Source: an optimization exercise on an open RTL-to-GDS flow (aim: small area and a short achievable clock period). Production flows keep margins and buffers that such runs may drop.
At most, simulation tests tie the RTL to the original design; equivalence was not proved.
The flow treats the clock pin as an ideal source, which a real chip does not have.
No activity file was given, so power comes from the tool's default toggle rates.

Setup of run A:
// easyobv_lb
module easyobv_lb
(
    input logic clk,
    input logic rst,
    input logic pause,
    input logic clear,
    output logic timeout,
    input logic [87:0] instr_tdata,
    input logic instr_tvalid,
    output logic instr_tready,
    output logic [63:0] traffic_tdata,
    output logic traffic_tvalid,
    output logic [7:0] traffic_tkeep,
    output logic traffic_tlast,
    output logic [3:0] traffic_tdest,
    input logic traffic_tready,
    input logic [63:0] rx_mon_tdata,
    input logic rx_mon_tvalid,
    input logic rx_mon_tready,
    input logic [7:0] rx_mon_tkeep,
    input logic rx_mon_tlast,
    input logic [3:0] rx_mon_tdest,
    output logic mismatch,
    output logic [19:0] time_cnt,
    output logic [19:0] tx_pkt_cnt,
    output logic [19:0] tx_time_elapsed,
    output logic [19:0] tx_transferred_size,
    output logic [19:0] rx_pkt_cnt,
    output logic [19:0] rx_time_elapsed,
    output logic [19:0] rx_transferred_size,
    output logic [19:0] latency_sum
);
Size: roughly 6,000 cells after synthesis, roughly 410 I/O pins.
export LEC_CHECK = 0
export CAP_MARGIN = 20
export CORE_MARGIN = 2
export CORE_UTILIZATION = 55
export CTS_CLUSTER_DIAMETER = 80
export CTS_CLUSTER_SIZE = 24
export SETUP_SLACK_MARGIN = 3.5
export SLEW_MARGIN = 20
export SYNTH_HIERARCHICAL = 1
export SYNTH_MINIMUM_KEEP_SIZE = 0
create_clock -name core_clock -period 7.0 [get_ports {clk}]
standard.sh (not shown) runs the stock make flow with config.mk's settings and CLKGATE_MAP_FILE= SYNTH_SCRIPT=/design/flow/synth_recipe.tcl, a recipe that flattens the netlist after the stock synthesis.
==> flow/flow/run.sh <==
#!/bin/bash
# The standard layout, with plain buf_1 cells as the port buffers instead of the
# delay buffers buffer_ports picks by default.
set -euo pipefail
export BUFFER_PORTS_ARGS="-buffer_cell sky130_fd_sc_hd__buf_1"
bash standard.sh > standard_flow.log 2>&1
The following lists how run B was set up differently from run A:
diff --git a/flow/config.mk b/flow/config.mk
--- a/flow/config.mk
+++ b/flow/config.mk
@@ -13 +13 @@
-export SETUP_SLACK_MARGIN = 3.5
+export SETUP_SLACK_MARGIN = 3.8
Findings:
Diff run A and run B: maximum fanout count along the critical path higher in run B
Taking run A as the reference, in run B register-to-register slack now sits higher; routing usage on met3 saw an increase.
Looking at total clock network power across run A and run B, the one that comes out higher is run B.
Taking run A as the reference, in run B global-route usage picked up an extra 0.41 points; global-route track usage on met2 now sits higher; multi-input gate count essentially unchanged.
Across both runs, final cell count was higher for run B than for run A.
Lower layout overhead on the synthesized area was reported by run A, not run B.
Going from run A to run B, number of instances resized during post-cts repair higher, achievable clock frequency lower.

Another version of the RTL of easyobv_lb (not shown whole).
For scale: roughly 6100 cells after synthesis, roughly 410 I/O pins.
// easyobv_lb
module easyobv_lb
(
    input logic clk,
    input logic rst,
    input logic pause,
    input logic clear,
    output logic timeout,
    input logic [87:0] instr_tdata,
    input logic instr_tvalid,
    output logic instr_tready,
    output logic [63:0] traffic_tdata,
    output logic traffic_tvalid,
    output logic [7:0] traffic_tkeep,
    output logic traffic_tlast,
    output logic [3:0] traffic_tdest,
    input logic traffic_tready,
    input logic [63:0] rx_mon_tdata,
    input logic rx_mon_tvalid,
    input logic rx_mon_tready,
    input logic [7:0] rx_mon_tkeep,
    input logic rx_mon_tlast,
    input logic [3:0] rx_mon_tdest,
    output logic mismatch,
    output logic [19:0] time_cnt,
    output logic [19:0] tx_pkt_cnt,
    output logic [19:0] tx_time_elapsed,
    output logic [19:0] tx_transferred_size,
    output logic [19:0] rx_pkt_cnt,
    output logic [19:0] rx_time_elapsed,
    output logic [19:0] rx_transferred_size,
    output logic [19:0] latency_sum
);
    axis_gen u_axis_gen (
  ...
clock: 7.0 ns
lec_check: 0
cap_margin: 20
core_margin: 2
core_utilization: 55
cts_cluster_diameter: 80
cts_cluster_size: 24
setup_slack_margin: 3.9
slew_margin: 20
synth_hierarchical: 1
synth_minimum_keep_size: 0
==> flow/flow/run.sh <==
#!/bin/bash
# The standard layout, with two changes: plain buf_1 cells as the port buffers instead
# of the delay buffers buffer_ports picks by default, and, after clock tree synthesis,
# the gate that drives the instr_tready port takes its inputs straight from the port
# buffers (eco.tcl) rather than through the buffers placement put after them.
set -euo pipefail
export BUFFER_PORTS_ARGS="-buffer_cell sky130_fd_sc_hd__buf_1"
bash standard.sh cts > standard_cts.log 2>&1
R=orfs/results/sky130hd/easyobv_lb/base
printf 'read_db %s\nsource flow/eco.tcl\nwrite_db %s\n' $R/4_cts.odb $R/4_cts.odb > eco_run.tcl
openroad -no_init -exit eco_run.tcl > eco.log 2>&1
bash standard.sh > standard_finish.log 2>&1
==> flow/flow/eco.tcl <==
# Shorten the input-to-output path to instr_tready: its gate takes its inputs
# straight from the port buffers, and the gate and the output buffer are upsized.
proc drv_inst {net} {
  foreach it [$net getITerms] {
    if {[$it isOutputSignal]} { return [$it getInst] }
  }
  return ""
}
proc in_net {inst} {
  foreach it [$inst getITerms] {
    if {[$it isInputSignal] && [$it getNet] != "NULL"} { return [$it getNet] }
  }
  return ""
}
set block [ord::get_db_block]
set obuf [drv_inst [[$block findBTerm instr_tready] getNet]]
set gate [drv_inst [in_net $obuf]]
puts "output buffer [$obuf getName] [[$obuf getMaster] getName], gate [$gate getName] [[$gate getMaster] getName]"
foreach it [$gate getITerms] {
  if {![$it isInputSignal]} continue
  set net [$it getNet]
  set d [drv_inst $net]
  # walk back through buffers to the port buffer
  while {$d != "" && [string match "*buf*" [[$d getMaster] getName]] && ![string match "input*" [$d getName]]} {
    set up [in_net $d]
    set dd [drv_inst $up]
    if {$dd == ""} break
    set net $up
    set d $dd
  }
  if {$net != [$it getNet]} {
    puts "  [$it getMTerm] ([[$it getMTerm] getName]): [[$it getNet] getName] -> [$net getName]"
    $it disconnect
    $it connect $net
  }
}
Change:
Settings changed: CORE_UTILIZATION 55 to 70.
What happened: Core utilization goes up by 16 points. Clock power went down by 13%. Total power drops by 4.5%. Design area decreases by about 1.6%. Global-route usage is higher by 7.2 points. Sequential power is about the same. Clock skew goes down by 0.0058 ns.

## the reference run
easyobv_lb, a different RTL version from the one above (not shown whole).
Size: ~2100 flip-flops.
clock: 7.0 ns
lec_check: 0
cap_margin: 20
core_margin: 2
core_utilization: 65
cts_buf_list: sky130_fd_sc_hd__clkbuf_4 sky130_fd_sc_hd__clkbuf_8
setup_slack_margin: 3.5
slew_margin: 20
run.sh (not shown) runs the stock make flow with config.mk's settings and CLKGATE_MAP_FILE= SYNTH_SCRIPT=/design/flow/synth_recipe.tcl, a recipe that flattens the netlist after the stock synthesis.
Stock flow here: none of the scripts above is used.
Edits applied to the flow inputs when going from the reference run to the trial run:
- CTS_BUF_LIST: sky130_fd_sc_hd__clkbuf_4 sky130_fd_sc_hd__clkbuf_8 -> unset
- CORE_UTILIZATION: 65 -> 55
### Flow results
- The lower utilization after layout of the trial run and the reference run is in the trial run.
- Area of the die grows by more than 10% when moving from the reference run to the trial run.
- Relative to the reference run, the trial run improves setup slack.
- Compared with the reference run, the trial run shows a lower final estimated routing congestion in global placement.
- The power in the trial run sits 2.0% above the value recorded for the reference run.
- Compared with the reference run, the trial run shows a ratio of total power to cell area that is 3.2 nW/um^2 higher.
- The trial run against the reference run; leakage power summed over all cells is down slightly.
- Relative to the reference run, number of buffers added by the clock tree synthesis step has decreased by about 40% in the trial run.
- The trial run: maximum clock path buffer count 1 below the reference run
No functional check of the RTL was part of any run of this note.

easyobv_lb, a different RTL version from the one above (not shown whole).
Size: roughly 5800 cells after synthesis, about 2100 flip-flops, about 410 I/O pins.
clock: 7.0 ns
lec_check: 0
cap_margin: 20
core_margin: 2
core_utilization: 55
cts_cluster_diameter: 100
cts_cluster_size: 30
setup_slack_margin: 3.5
slew_margin: 20
Next try:
==> flow/flow/run.sh (new file) <==
#!/bin/bash
# The standard layout, with plain buf_1 cells as the port buffers instead of the
# delay buffers buffer_ports picks by default.
set -euo pipefail
export BUFFER_PORTS_ARGS="-buffer_cell sky130_fd_sc_hd__buf_1"
bash standard.sh > standard_flow.log 2>&1
==> flow/standard.sh (new file) <==
#!/bin/bash
# synth_recipe.tcl (not shown) runs the flow's synth.tcl, then flattens the netlist and writes it again
# the make line also repeats each setting of config.mk as NAME=value (left out here)
make -C /OpenROAD-flow-scripts/flow DESIGN_CONFIG=/design/flow/config.mk WORK_HOME=/design/flow/orfs CLKGATE_MAP_FILE= SYNTH_SCRIPT=/design/flow/synth_recipe.tcl "${@:-finish}"
removed: flow/run.sh
What happened: Design area drops by 2.9%. Global-route usage climbs by 0.25 points. Worst setup slack gains 0.022 ns. Sequential share of layout area is higher by 1.8 points. Cell count hardly moves. Clock skew climbs by 0.0042 ns. Synthesized cell count is unchanged. Worst hold slack is better by 0.0099 ns. Area after synthesis stays the same. First-iteration DRC count came out higher by 1.1%.
Function was not checked in any run of this note: the RTL went through the layout flow alone.

easyobv_lb, a different RTL version from the one above (not shown whole).
For scale: about 0.083 mm^2 of cells after synthesis.
export LEC_CHECK = 0
export CAP_MARGIN = 20
export CORE_MARGIN = 2
export CORE_UTILIZATION = 70
export CTS_CLUSTER_DIAMETER = 90
export CTS_CLUSTER_SIZE = 28
export SETUP_SLACK_MARGIN = 3.8
export SLEW_MARGIN = 20
export SYNTH_HIERARCHICAL = 1
export SYNTH_MINIMUM_KEEP_SIZE = 0
create_clock -name core_clock -period 7.0 [get_ports {clk}]
standard.sh (not shown) runs the stock make flow with config.mk's settings and CLKGATE_MAP_FILE= SYNTH_SCRIPT=/design/flow/synth_recipe.tcl, a recipe that flattens the netlist after the stock synthesis.
==> flow/flow/run.sh <==
#!/bin/bash
# The standard layout, with two changes: plain buf_1 cells as the port buffers instead
# of the delay buffers buffer_ports picks by default, and, after clock tree synthesis,
# the gate that drives the instr_tready port takes its inputs straight from the port
# buffers (eco.tcl) rather than through the buffers placement put after them.
set -euo pipefail
export BUFFER_PORTS_ARGS="-buffer_cell sky130_fd_sc_hd__buf_1"
bash standard.sh cts > standard_cts.log 2>&1
R=orfs/results/sky130hd/easyobv_lb/base
printf 'read_db %s\nsource flow/eco.tcl\nwrite_db %s\n' $R/4_cts.odb $R/4_cts.odb > eco_run.tcl
openroad -no_init -exit eco_run.tcl > eco.log 2>&1
bash standard.sh > standard_finish.log 2>&1
Scripts as last shown in full above: flow/flow/eco.tcl
The first run finished clean.
Change:
SETUP_SLACK_MARGIN = 3.9   (was 3.8)
Effect: Worst setup slack barely changes; via count came out higher slightly; synthesized cell count stays the same; critical path depth is unchanged; non-clock buffer count came out higher by 16.
Change:
SETUP_SLACK_MARGIN = 4.1   (was 3.9)
First-iteration DRC count went up by a few percent. Die area is unchanged. Design area goes up slightly.
Change:
CORE_UTILIZATION = 75   (was 70)
SETUP_SLACK_MARGIN = 3.9   (was 4.1)
Cell area falls by 1.2%.
Wire length drops by 1.9%.
Sequential power is about the same.
Utilization increases by 4.4 points.
Setup slack is better by 0.016 ns.
Die area shrinks by 6.6%.
Cell count goes down by 1.1%.
Change:
CORE_UTILIZATION = 70   (was 75)
CTS_CLUSTER_DIAMETER = 80   (was 90)
CTS_CLUSTER_SIZE = 24   (was 28)
Outcome: Synthesized cell count is unchanged. Sequential power barely changes. Clock power came out higher by 9.4%. Fmax is about the same. Cell area came out higher by 0.62%. Cell count came out higher by 0.96%. Clock-buffer cell count came out higher by 25. Non-clock buffer count came out higher by 1. Power came out higher by 2.8%. Critical path depth does not change.
Change:
CTS_CLUSTER_DIAMETER = 90   (was 80)
CTS_CLUSTER_SIZE = 28   (was 24)
SETUP_SLACK_MARGIN = 3.7   (was 3.9)
What happened: First-iteration DRC count barely changes; global-route usage falls by 0.21 points; power falls by a few percent; setup slack is worse by 0.058 ns; wire length falls slightly; non-clock buffer count falls by 5; final area falls slightly.

[what the ideal ports hide]
In the flow no input, the clock included, has a driving cell. The finished layouts below were timed again as built, in two steps. Step 1 assumes that a clkbuf_16 drives the clock port and a buf_2 every other input. Step 2 also shifts input and output timing later by t, the mid clock arrival at the registers, as if the neighbouring blocks saw the same clock. a / b / c = ideal ports / drivers / drivers and shift; a / b = the first two.
run | shift t [ns] | slack for setup (ns) | worst setup path at the end | worst slew at a driven data input, ns | pins driven straight from the clock port
run A | 0.827 | 3.519 / 3.454 / 2.763 | input to register | 0.11 | 1
run B | 0.836 | 3.489 / 3.442 / 2.753 | input to register | 0.13 | 1
the first run of note 2 | 0.841 | 3.717 / 3.602 / 3.042 | input to register | 0.15 | 1
the second run of note 2 | 0.806 | 3.723 / 3.559 / 2.953 | input to register | 0.19 | 1
the reference run | 1.084 | 2.772 / 2.772 / 1.906 | input to register | 0.11 | 1
the trial run | 0.903 | 2.856 / 2.865 / 1.967 | input to register | 0.15 | 1
the first run of note 4 | 0.809 | 3.008 / 3.008 / 2.673 | input to register | 0.14 | 1
the second run of note 4 | 0.813 | 3.029 / 3.029 / 2.554 | input to register | 0.14 | 1
the first run of note 5 | 0.788 | 3.781 / 3.732 / 3.087 | input to register | 0.09 | 1
the second run of note 5 | 0.789 | 3.780 / 3.734 / 3.090 | input to register | 0.18 | 1
the third run of note 5 | 0.799 | 3.764 / 3.717 / 3.190 | input to register | 0.16 | 1
the fourth run of note 5 | 0.794 | 3.780 / 3.714 / 3.085 | input to register | 0.13 | 1
the fifth run of note 5 | 0.803 | 3.777 / 3.729 / 3.097 | input to register | 0.18 | 1
the sixth run of note 5 | 0.802 | 3.719 / 3.688 / 2.955 | input to register | 0.16 | 1
After both steps setup and hold are still met in every run listed. For the trial run, which loses most, drivers alone change the setup slack by +0.009 ns; drivers and shift together by -0.889 ns.
